Context: an optimization exercise on an open-source flow, tuned for a short achievable clock period and few clock cycles. The choices shown serve that exercise and are no tape-out recipe. Only simulation tests tie the RTL to the original design; equivalence was not proved. No activity file was given, so power comes from the tool's default toggle rates.

**flow/run.sh**
```bash
#!/bin/bash
# synth_recipe.tcl (not shown) runs the flow's synth.tcl, then flattens the netlist and writes it again
# the make line also repeats each setting of config.mk as NAME=value (left out here)
make -C /OpenROAD-flow-scripts/flow DESIGN_CONFIG=/design/flow/config.mk WORK_HOME=/design/flow/orfs CLKGATE_MAP_FILE= SYNTH_SCRIPT=/design/flow/synth_recipe.tcl finish
```
**flow/config.mk**
```make
export PLATFORM = sky130hd
export DESIGN_NAME = processor
export DESIGN_NICKNAME = processor
export VERILOG_FILES = /design/flow/design.v
export SDC_FILE = /design/flow/constraint.sdc
export NUM_CORES = 4
export LEC_CHECK = 0
export CAP_MARGIN = 20
export CORE_MARGIN = 2
export CORE_UTILIZATION = 40
export SLEW_MARGIN = 20
```
**flow/constraint.sdc**
```tcl
create_clock -name core_clock -period 9.0 [get_ports {clk}]
set_input_delay 1.8000 -clock core_clock [delete_from_list [all_inputs] [get_ports {clk}]]
set_output_delay 1.8000 -clock core_clock [all_outputs]
set_load 0.01 [all_outputs]
```
**flow/design.v**
```verilog
module alu (
    input [31:0] src1,
    input [31:0] src2,
    input [4:0] op,
    output [31:0] alu_result
);
    wire [31:0] sum  = src1 + src2;
    wire [31:0] diff = src1 - src2;
    wire [31:0] shr  = src1 >> src2[4:0];
    assign alu_result = ({32{op[0]}} & sum)
                      | ({32{op[1]}} & diff)
                      | ({32{op[2]}} & (src1 & src2))
                      | ({32{op[3]}} & (src1 | src2))
                      | ({32{op[4]}} & shr);
endmodule
module control_unit (
    input [31:0] instruction,
    output reg RegWrite,
    output reg MemRead,
    output reg MemWrite,
    output reg Branch,
    output reg ALUSrc,
    output reg [4:0] ALUOp,      
    output reg uses_rs1,
    output reg uses_rs2          
);
    localparam R_TYPE = 7'b0110011;
    localparam I_TYPE_LOAD = 7'b0000011;
    localparam I_TYPE_ALU = 7'b0010011;
    localparam S_TYPE = 7'b0100011;
    localparam B_TYPE = 7'b1100011;
    wire [6:0] opcode = instruction[6:0];
    wire [2:0] funct3 = instruction[14:12];
    wire [6:0] funct7 = instruction[31:25];
    always @(*) begin
        RegWrite = 1'b0;
        MemRead = 1'b0;
        MemWrite = 1'b0;
        Branch = 1'b0;
        ALUSrc = 1'b0;
        ALUOp = 5'b00001;
        uses_rs1 = 1'b0;
        uses_rs2 = 1'b0;
        case (opcode)
            R_TYPE: begin
                RegWrite = 1'b1;
                uses_rs1 = 1'b1;
                uses_rs2 = 1'b1;
                case ({funct7, funct3})
                    10'b0100000_000: ALUOp = 5'b00010;
                    10'b0000000_110: ALUOp = 5'b01000;
                    10'b0000000_111: ALUOp = 5'b00100;
                    10'b0000000_101: ALUOp = 5'b10000;
                    default: ALUOp = 5'b00001;
                endcase
            end
            I_TYPE_LOAD: begin
                RegWrite = 1'b1;
                MemRead = 1'b1;
                ALUSrc = 1'b1;
                uses_rs1 = 1'b1;
            end
            I_TYPE_ALU: begin
                RegWrite = 1'b1;
                ALUSrc = 1'b1;
                uses_rs1 = 1'b1;
                if (funct3 == 3'b111) ALUOp = 5'b00100;
            end
            S_TYPE: begin
                MemWrite = 1'b1;
                ALUSrc = 1'b1;
                uses_rs1 = 1'b1;
            end
            B_TYPE: begin
                if (instruction[19:15] != instruction[24:20]) begin
                    Branch = 1'b1;
                    uses_rs1 = 1'b1;
                    uses_rs2 = 1'b1;
                end
            end
            default: begin
            end
        endcase
    end
endmodule
module register_file (
    input clk,
    input rst,
    input RegWrite,
    input [4:0] rs1_addr,
    input [4:0] rs2_addr,
    input [4:0] rd_addr,
    input [31:0] write_data,
    output [31:0] rs1_data,
    output [31:0] rs2_data
);
    reg [31:0] registers[1:31];
    integer i;
    assign rs1_data = (rs1_addr != 5'b00000) ? registers[rs1_addr] : 32'b0;
    assign rs2_data = (rs2_addr != 5'b00000) ? registers[rs2_addr] : 32'b0;
    always @(posedge clk or posedge rst) begin
        if (rst) begin
            for (i = 1; i < 32; i = i + 1) begin
                registers[i] <= 32'b0;
            end
        end else if (RegWrite && (rd_addr != 5'b00000)) begin
            registers[rd_addr] <= write_data;
        end
    end
endmodule
module immediate_generator (
    input [31:0] instruction,
    output [31:0] immediate,
    output [12:1] branch_offset
);
    wire is_store = (instruction[6:0] == 7'b0100011);
    assign immediate = {{20{instruction[31]}}, instruction[31:25],
                        is_store ? instruction[11:7] : instruction[24:20]};
    assign branch_offset = {instruction[31], instruction[7], instruction[30:25], instruction[11:8]};
endmodule
module forwarding_unit (
    input [4:0] rs_addr,
    input ID_EX_wr,               
    input [4:0] ID_EX_rd_addr,
    input EX_MEM_wr,              
    input [4:0] EX_MEM_rd_addr,
    output fwd_mem,
    output fwd_wb
);
    assign fwd_mem = ID_EX_wr && (ID_EX_rd_addr == rs_addr);
    assign fwd_wb  = !fwd_mem && EX_MEM_wr && (EX_MEM_rd_addr == rs_addr);
endmodule
module hazard_detection_unit (
    input ID_EX_load_wr,         
    input [4:0] ID_EX_rd_addr,
    input uses_rs1,
    input uses_rs2,
    input [4:0] rs1_addr,
    input [4:0] rs2_addr,
    output stall
);
    assign stall = ID_EX_load_wr &&
                   ((uses_rs1 && (ID_EX_rd_addr == rs1_addr)) ||
                    (uses_rs2 && (ID_EX_rd_addr == rs2_addr)));
endmodule
module processor (
    input clk,
    input rst,
    output [31:0] imem_addr,
    input  [31:0] imem_rdata,
    output [31:0] dmem_addr,
    output [15:0] dmem_wdata,
    output        dmem_we,
    input  [15:0] dmem_rdata
);
    reg [11:1] pc;
    reg [11:1] IF_ID_pc;
    reg [31:0] IF_ID_instruction;
    reg IF_ID_valid;
    reg [31:0] ID_EX_a, ID_EX_b;
    reg [15:0] ID_EX_sdata;
    reg ID_EX_fa_mem, ID_EX_fa_wb, ID_EX_fb_mem, ID_EX_fb_wb, ID_EX_fs_mem, ID_EX_fs_wb;
    reg [4:0] ID_EX_op;
    reg [4:0] ID_EX_rd_addr;
    reg [11:1] ID_EX_target;
    reg ID_EX_wr, ID_EX_load, ID_EX_store, ID_EX_branch;
    reg [31:0] EX_MEM_alu_result;
    reg [15:0] EX_MEM_sdata;
    reg [4:0] EX_MEM_rd_addr;
    reg EX_MEM_wr, EX_MEM_load, EX_MEM_store;
    reg [31:0] MEM_WB_result;
    reg [4:0] MEM_WB_rd_addr;
    reg MEM_WB_wr;
    wire stall;
    wire branch_taken;
    wire [31:0] f_instr = imem_rdata;
    wire f_uncond = (f_instr[6:0] == 7'b1100011) && (f_instr[19:15] == f_instr[24:20]);
    wire [11:1] f_offset = {f_instr[7], f_instr[30:25], f_instr[11:8]};
    always @(posedge clk or posedge rst) begin
        if (rst) begin
            pc <= 11'b0;
        end else if (branch_taken) begin
            pc <= ID_EX_target;
        end else if (!stall) begin
            pc <= f_uncond ? pc + f_offset : pc + 11'd2;
        end
    end
    assign imem_addr = {20'b0, pc, 1'b0};
    always @(posedge clk or posedge rst) begin
        if (rst) begin
            IF_ID_valid <= 1'b0;
        end else if (branch_taken) begin
            IF_ID_valid <= 1'b0;
        end else if (!stall) begin
            IF_ID_valid <= 1'b1;
        end
    end
    always @(posedge clk) begin
        if (!stall) begin
            IF_ID_pc <= pc;
            IF_ID_instruction <= f_instr;
        end
    end
    wire [4:0] rs1_addr = IF_ID_instruction[19:15];
    wire [4:0] rs2_addr = IF_ID_instruction[24:20];
    wire [4:0] rd_addr  = IF_ID_instruction[11:7];
    wire RegWrite, MemRead, MemWrite, Branch, ALUSrc, uses_rs1, uses_rs2;
    wire [4:0] ALUOp;
    control_unit cu (
        .instruction(IF_ID_instruction),
        .RegWrite(RegWrite),
        .MemRead(MemRead),
        .MemWrite(MemWrite),
        .Branch(Branch),
        .ALUSrc(ALUSrc),
        .ALUOp(ALUOp),
        .uses_rs1(uses_rs1),
        .uses_rs2(uses_rs2)
    );
    wire [31:0] immediate;
    wire [12:1] branch_offset;
    immediate_generator imm_gen (
        .instruction(IF_ID_instruction),
        .immediate(immediate),
        .branch_offset(branch_offset)
    );
    wire [31:0] rs1_data_raw, rs2_data_raw;
    register_file rf (
        .clk(clk),
        .rst(rst),
        .RegWrite(MEM_WB_wr),
        .rs1_addr(rs1_addr),
        .rs2_addr(rs2_addr),
        .rd_addr(MEM_WB_rd_addr),
        .write_data(MEM_WB_result),
        .rs1_data(rs1_data_raw),
        .rs2_data(rs2_data_raw)
    );
    wire [31:0] rs1_data = (MEM_WB_wr && (MEM_WB_rd_addr == rs1_addr)) ? MEM_WB_result : rs1_data_raw;
    wire [31:0] rs2_data = (MEM_WB_wr && (MEM_WB_rd_addr == rs2_addr)) ? MEM_WB_result : rs2_data_raw;
    hazard_detection_unit hdu (
        .ID_EX_load_wr(ID_EX_load && ID_EX_wr),
        .ID_EX_rd_addr(ID_EX_rd_addr),
        .uses_rs1(uses_rs1 && IF_ID_valid),
        .uses_rs2(uses_rs2 && IF_ID_valid),
        .rs1_addr(rs1_addr),
        .rs2_addr(rs2_addr),
        .stall(stall)
    );
    wire fa_mem, fa_wb, f2_mem, f2_wb;
    forwarding_unit fu1 (
        .rs_addr(rs1_addr),
        .ID_EX_wr(ID_EX_wr), .ID_EX_rd_addr(ID_EX_rd_addr),
        .EX_MEM_wr(EX_MEM_wr), .EX_MEM_rd_addr(EX_MEM_rd_addr),
        .fwd_mem(fa_mem), .fwd_wb(fa_wb)
    );
    forwarding_unit fu2 (
        .rs_addr(rs2_addr),
        .ID_EX_wr(ID_EX_wr), .ID_EX_rd_addr(ID_EX_rd_addr),
        .EX_MEM_wr(EX_MEM_wr), .EX_MEM_rd_addr(EX_MEM_rd_addr),
        .fwd_mem(f2_mem), .fwd_wb(f2_wb)
    );
    wire d_bubble = branch_taken || stall || !IF_ID_valid;
    always @(posedge clk or posedge rst) begin
        if (rst) begin
            ID_EX_wr <= 1'b0;
            ID_EX_load <= 1'b0;
            ID_EX_store <= 1'b0;
            ID_EX_branch <= 1'b0;
        end else begin
            ID_EX_wr <= !d_bubble && RegWrite && (rd_addr != 5'b00000);
            ID_EX_load <= !d_bubble && MemRead;
            ID_EX_store <= !d_bubble && MemWrite;
            ID_EX_branch <= !d_bubble && Branch;
        end
    end
    always @(posedge clk) begin
        ID_EX_a <= rs1_data;
        ID_EX_b <= ALUSrc ? immediate : rs2_data;
        ID_EX_sdata <= rs2_data[15:0];
        ID_EX_fa_mem <= fa_mem;
        ID_EX_fa_wb <= fa_wb;
        ID_EX_fb_mem <= f2_mem && !ALUSrc;
        ID_EX_fb_wb <= f2_wb && !ALUSrc;
        ID_EX_fs_mem <= f2_mem;
        ID_EX_fs_wb <= f2_wb;
        ID_EX_op <= ALUOp;
        ID_EX_rd_addr <= rd_addr;
        ID_EX_target <= IF_ID_pc + branch_offset[11:1];
    end
    wire [31:0] src1 = ID_EX_fa_mem ? EX_MEM_alu_result :
                       ID_EX_fa_wb  ? MEM_WB_result : ID_EX_a;
    wire [31:0] src2 = ID_EX_fb_mem ? EX_MEM_alu_result :
                       ID_EX_fb_wb  ? MEM_WB_result : ID_EX_b;
    wire [15:0] sdata = ID_EX_fs_mem ? (EX_MEM_load ? dmem_rdata : EX_MEM_alu_result[15:0]) :
                        ID_EX_fs_wb  ? MEM_WB_result[15:0] : ID_EX_sdata;
    wire [31:0] alu_result;
    alu alu_inst (
        .src1(src1),
        .src2(src2),
        .op(ID_EX_op),
        .alu_result(alu_result)
    );
    assign branch_taken = ID_EX_branch && (src1 == src2);
    always @(posedge clk or posedge rst) begin
        if (rst) begin
            EX_MEM_wr <= 1'b0;
            EX_MEM_load <= 1'b0;
            EX_MEM_store <= 1'b0;
        end else begin
            EX_MEM_wr <= ID_EX_wr;
            EX_MEM_load <= ID_EX_load;
            EX_MEM_store <= ID_EX_store;
        end
    end
    always @(posedge clk) begin
        EX_MEM_alu_result <= alu_result;
        EX_MEM_sdata <= sdata;
        EX_MEM_rd_addr <= ID_EX_rd_addr;
    end
    assign dmem_addr = EX_MEM_alu_result;
    assign dmem_wdata = EX_MEM_sdata;
    assign dmem_we = EX_MEM_store;
    always @(posedge clk or posedge rst) begin
        if (rst) begin
            MEM_WB_wr <= 1'b0;
        end else begin
            MEM_WB_wr <= EX_MEM_wr;
        end
    end
    always @(posedge clk) begin
        MEM_WB_result <= EX_MEM_load ? {{16{dmem_rdata[15]}}, dmem_rdata} : EX_MEM_alu_result;
        MEM_WB_rd_addr <= EX_MEM_rd_addr;
    end
endmodule
```
==> results.rst <==
.. list-table::
   :header-rows: 1

   * - Metric
     - Value
   * - Hold Vio Cnt, Final
     - 0
   * - Total count of max-transition violations in the final report
     - 0
   * - Buf+Inv Stages, Crit Path
     - 3
   * - Largest fanout on the critical path
     - 36
   * - Overall fraction of global-route tracks in use
     - between 30% and 40%
   * - Path category of the worst min-delay check
     - reg2reg
   * - Syn Std Cell Area
     - between 0.06 and 0.07 sq mm
   * - First DRT Iteration DRCs
     - about 9.9k
   * - Worst setup startpoint
     - ID_EX_fb_wb
   * - Total Neg Setup Slack
     - 0 ps
   * - Number of distinct library cell variants in the gate-level netlist after synthesis
     - 87
   * - Combinational Power Share
     - slightly below 8%
   * - Portion of total power attributed to sequential cells
     - between 40% and 50%
   * - Hold worst-path end
     - EX_MEM_store
   * - Antenna violation net count after detailed routing
     - 0
   * - Mean number of vias per cell
     - 6.99
   * - Final Non-Filler Cells
     - approximately 8.3k
   * - Most common cell in the netlist
     - dfrtp_1
   * - Share of the cycle needed by the critical path after routing
     - about three fifths
   * - Clock tree from TritonCTS
     - yes
   * - RSZ-0062 raised after global routing
     - false
   * - Reg2Reg Capture Point
     - EX_MEM_alu_result[29]
   * - Via count of the first global-routing pass
     - about 55k
   * - Synthesized area per cell
     - ~11 sq um
   * - Share of final-layout standard cells stronger than drive strength 1
     - 25.5%
   * - Overall die area
     - 0.167 sq mm
   * - Dominant synthesized flop cell
     - dfrtp_1
   * - Post-route DRC violation count
     - 0
   * - Final instance area
     - 0.0739 sq mm
   * - Critical path cell sequence
     - buf_4, mux2i_1, o21a_1, buf_4, clkinv_1, ha_1, a211oi_1, o21ai_0, nand4_1, a31oi_2, a41oi_1, nor2_1, a2111oi_0, a211oi_1, a22oi_2
   * - Number of max-cap violations
     - 0
   * - Clk sinks
     - 1252
   * - Number of instances resized during post-cts repair
     - 0
   * - Wire length of the first global-routing pass
     - 428 mm
   * - Required time at the worst-slack endpoint
     - approximately 9700 ps
   * - I/O pin total
     - 131
   * - Slowest cell on crit path
     - clkinv_1
   * - Worst setup skew after layout
     - roughly 28 ps
   * - Core Footprint
     - ~0.16 sq mm
   * - Start point of the worst min-delay path
     - ID_EX_store
   * - Static leakage power
     - between 0.03 and 0.04 uW
   * - Switching portion of total power
     - a little over a quarter
   * - Post-synthesis instance total
     - roughly 6.1k
   * - Finish-stage setup viols
     - 0
   * - Final net count
     - between 6k and 7k
   * - Total power density per cell area
     - between 150 and 200 mW/mm^2
   * - Delay of the slowest critical-path stage
     - 670 ps
   * - Setup slack of the most critical reg-to-reg path
     - ~3400 ps
   * - Number of enable-type register cells in the synthesized netlist
     - between 40 and 50
   * - Starting density of the core
     - 40.3%
   * - Number of cells on the worst hold path
     - 0
   * - Main area contributors after synthesis
     - dfrtp_1 39%, mux2_2 17%, a22oi_1 9.1%, dfxtp_1 6.0%, nand2_1 2.9%
   * - Element type at the critical path end
     - register
   * - Level count of the clock H-tree
     - 4
   * - Worst reg2reg path depth
     - 15
   * - Category of the worst setup path launch point
     - register
   * - Most instantiated cells after synthesis
     - 1012 x dfrtp_1, 1010 x mux2_2, 798 x a22oi_1
   * - Category of the critical setup timing path
     - reg2reg
   * - CTS clk-pin slew, worst paths
     - ~70 ps
   * - Worst-case headroom to the max-slew limit
     - between 10% and 20%
   * - Area share of the largest cell type after synthesis
     - roughly 39%
   * - Total congestion overflow
     - 0
   * - Number of register bits inferred by synthesis
     - 1252
   * - Post-Place Cells
     - between 8k and 9k
   * - Clock period minus worst slack
     - 5570 ps
   * - Standard cell area after detailed placement
     - a little under 0.07 sq mm
   * - Largest net degree at the start of global routing
     - 180
   * - Most area-hungry cell type in the Yosys netlist
     - dfrtp_1
   * - Area added between synthesis and finish
     - 12.9%
   * - Count of input and output buffers
     - around 110
   * - Worst endpoint data arrival time
     - about 6300 ps
   * - Die Y
     - 409 um
   * - Slew at the pin closest to its max-slew limit
     - between 1000 and 1500 ps
   * - Clock network latency to the later pin of the worst-skew pair
     - 820 ps
   * - Antenna violations before repair
     - 13
   * - Weighted congestion at the end of routability-driven global placement
     - around 0.96
   * - Number of CTS-inserted buffers
     - around 140
   * - Via count
     - approximately 58k
   * - Synthesis warning total
     - 4
   * - Peak ir drop on the vdd network
     - 0.152 mV
   * - R2r startpoint
     - ID_EX_fb_wb
   * - Standard-cell row count
     - 148
   * - Internal
     - about 9500 uW
   * - Psw
     - 3380 uW
   * - Number of iterations in the first detailed-routing pass
     - 12
   * - Final standard cell utilization of the core
     - ~45%
   * - Clk buf depth
     - 3
   * - Detailed-route wire length
     - 309 mm
   * - Width of the die
     - just over 400 um
   * - Count of buffers added by post-CTS timing repair for setup
     - 0
   * - Top Family by Delay on Critical Path
     - compound AO/OA/AOI/OAI gates
   * - Post-DR wirelength/cell
     - about 37 um
   * - Run status
     - timing/DRC/antenna clean
   * - Relative contribution of the clock network to total power
     - 46.4%
   * - Clock Root Buffer
     - clkbuf_16
   * - Max Freq
     - approximately 0.18 GHz
   * - Async set or reset register ratio after synthesis
     - about four fifths
   * - Share of synthesized area occupied by flip-flops and latches
     - around 47%
   * - Count of hold buffers inserted by post-cts repair
     - 0
   * - Hpwl dp
     - 173 mm
## power groups by stage
stage                     registers [uW]  logic (uW)  clock network (uW)
after global placement              6000         981                   0
final                               5900        1020                5990
after global routing                5910        1090                6230
after floorplan                     5940         622                   0
after detailed placement            6000         991                   0
after CTS                           5900         995                6010
## worst max-delay path by stage
stage	endpoint	cells past startpoint
final	EX_MEM_alu_result[29]	15
after global routing	EX_MEM_alu_result[29]	15
after CTS	EX_MEM_alu_result[26]	16
after detailed placement	EX_MEM_alu_result[26]	16
after global placement	EX_MEM_alu_result[26]	16
after floorplan	EX_MEM_load	1
## placed cells by master, fill, tap and decap left out, drive strengths merged, types with 13 or more instances in the layout
| cell type | netlist | layout |
|---|---|---|
| o31ai | 37 | 37 |
| nand2b | 23 | 23 |
| a21oi | 231 | 231 |
| a211oi | 32 | 32 |
| a21o | 17 | 17 |
| diode | 0 | 21 |
| xnor2 | 49 | 49 |
| mux2 | 1010 | 1010 |
| o21ai | 203 | 203 |
| buf | 127 | 174 |
| a22o | 49 | 49 |
| o211ai | 20 | 20 |
| or4 | 36 | 36 |
| inv | 138 | 146 |
| o21bai | 16 | 16 |
| nand4 | 94 | 94 |
| dfxtp | 197 | 197 |
| edfxtp | 43 | 43 |
| a222oi | 37 | 37 |
| clkdlybuf4s50 | 0 | 109 |
| xor2 | 25 | 25 |
| nor4 | 63 | 63 |
| nor3 | 54 | 54 |
| conb | 1 | 21 |
| dfrtp | 1012 | 1012 |
| nand3 | 99 | 99 |
| clkinv | 1 | 33 |
| or3 | 13 | 13 |
| mux2i | 125 | 125 |
| nand2 | 504 | 504 |
| o22ai | 15 | 15 |
| a22oi | 799 | 799 |
| ha | 116 | 116 |
| o21a | 51 | 51 |
| nor2b | 16 | 16 |
| clkbuf | 443 | 195 |
| a221oi | 62 | 62 |
| nor2 | 224 | 224 |
## area by class of cell
cell class              count  area [sq um]
clock buffers             195          4000
fillers                 15300         88700
flip-flops and latches   1252         30600
multi-input cells        4193         32800
diodes                     21          52.6
repair buffers            283          2450
inverters                 139           526
well taps                2175          2720
clock inverters            58           738
## flip-flops by register name, summed over array words and instances, names as in the netlist, 5 cells and up
signal	cells
EX_MEM_alu_result	32
EX_MEM_rd_addr	5
EX_MEM_sdata	16
ID_EX_a	32
ID_EX_b	32
ID_EX_op	5
ID_EX_rd_addr	5
ID_EX_sdata	16
ID_EX_target	11
IF_ID_instruction	32
IF_ID_pc	11
MEM_WB_rd_addr	5
MEM_WB_result	32
pc	11
rf.registers	992
## layer usage
layer | vias to the layer above | GRT usage, % | share of wire, %
li1 | 22700 | - | -
met1 | 28900 | 44.0 | 37
met2 | 5061 | 51.2 | 41
met3 | 1568 | 15.4 | 14
met4 | 8 | 22.8 | 7.9
met5 | - | 0.144 | 0.034
## through the flow
step	total power [uW]	hold WS (ps)	setup WS [ps]
3_3_place_gp	6980	338	3550
4_1_cts	12900	351	3530
6_report	12900	361	3430
5_1_grt	13200	350	3210
2_1_floorplan	6570	331	-6750
3_5_place_dp	6990	335	3540
## cells by family (layout without fill, tap and decap cells)
family | count (synthesis) | count (layout) | share of synthesized area [%]
AOI/OAI and AO/OA | 1670 | 1670 | 18.1
buffers and inverters | 709 | 675 | 4.33
adders and majority gates | 120 | 120 | 2.34
muxes | 1135 | 1135 | 19.3
DFF | 1252 | 1252 | 46.7
xor gates and xnor gates | 74 | 74 | 0.990
and+or+nand+nor | 1173 | 1173 | 8.30
other | 1 | 42 | 0.00573
Testbench counts, summed over its fixed seeds: cycles 30,477.

port drivers added, routing unchanged:
The results above use ideal ports. As a check the final layout listed here was re-extracted and re-timed, cells and wires unchanged.
Step 1 assumes that a clkbuf_16 drives the clock port and a buf_2 every other input.
Step 2 also shifts input and output timing later by t, the mid clock arrival at the registers, as if the neighbouring blocks saw the same clock.
a / b / c = ideal / step 1 / step 2; a / b = the first two.
t (ns): 0.885
setup slack, ns: 3.430 / 3.430 / 3.430
slew at the worst register clock pin (ns): 0.07 / 0.07
After both steps this run still meets setup and hold. For this run, drivers alone change the setup slack by 0.000 ns; drivers and shift together by 0.000 ns.
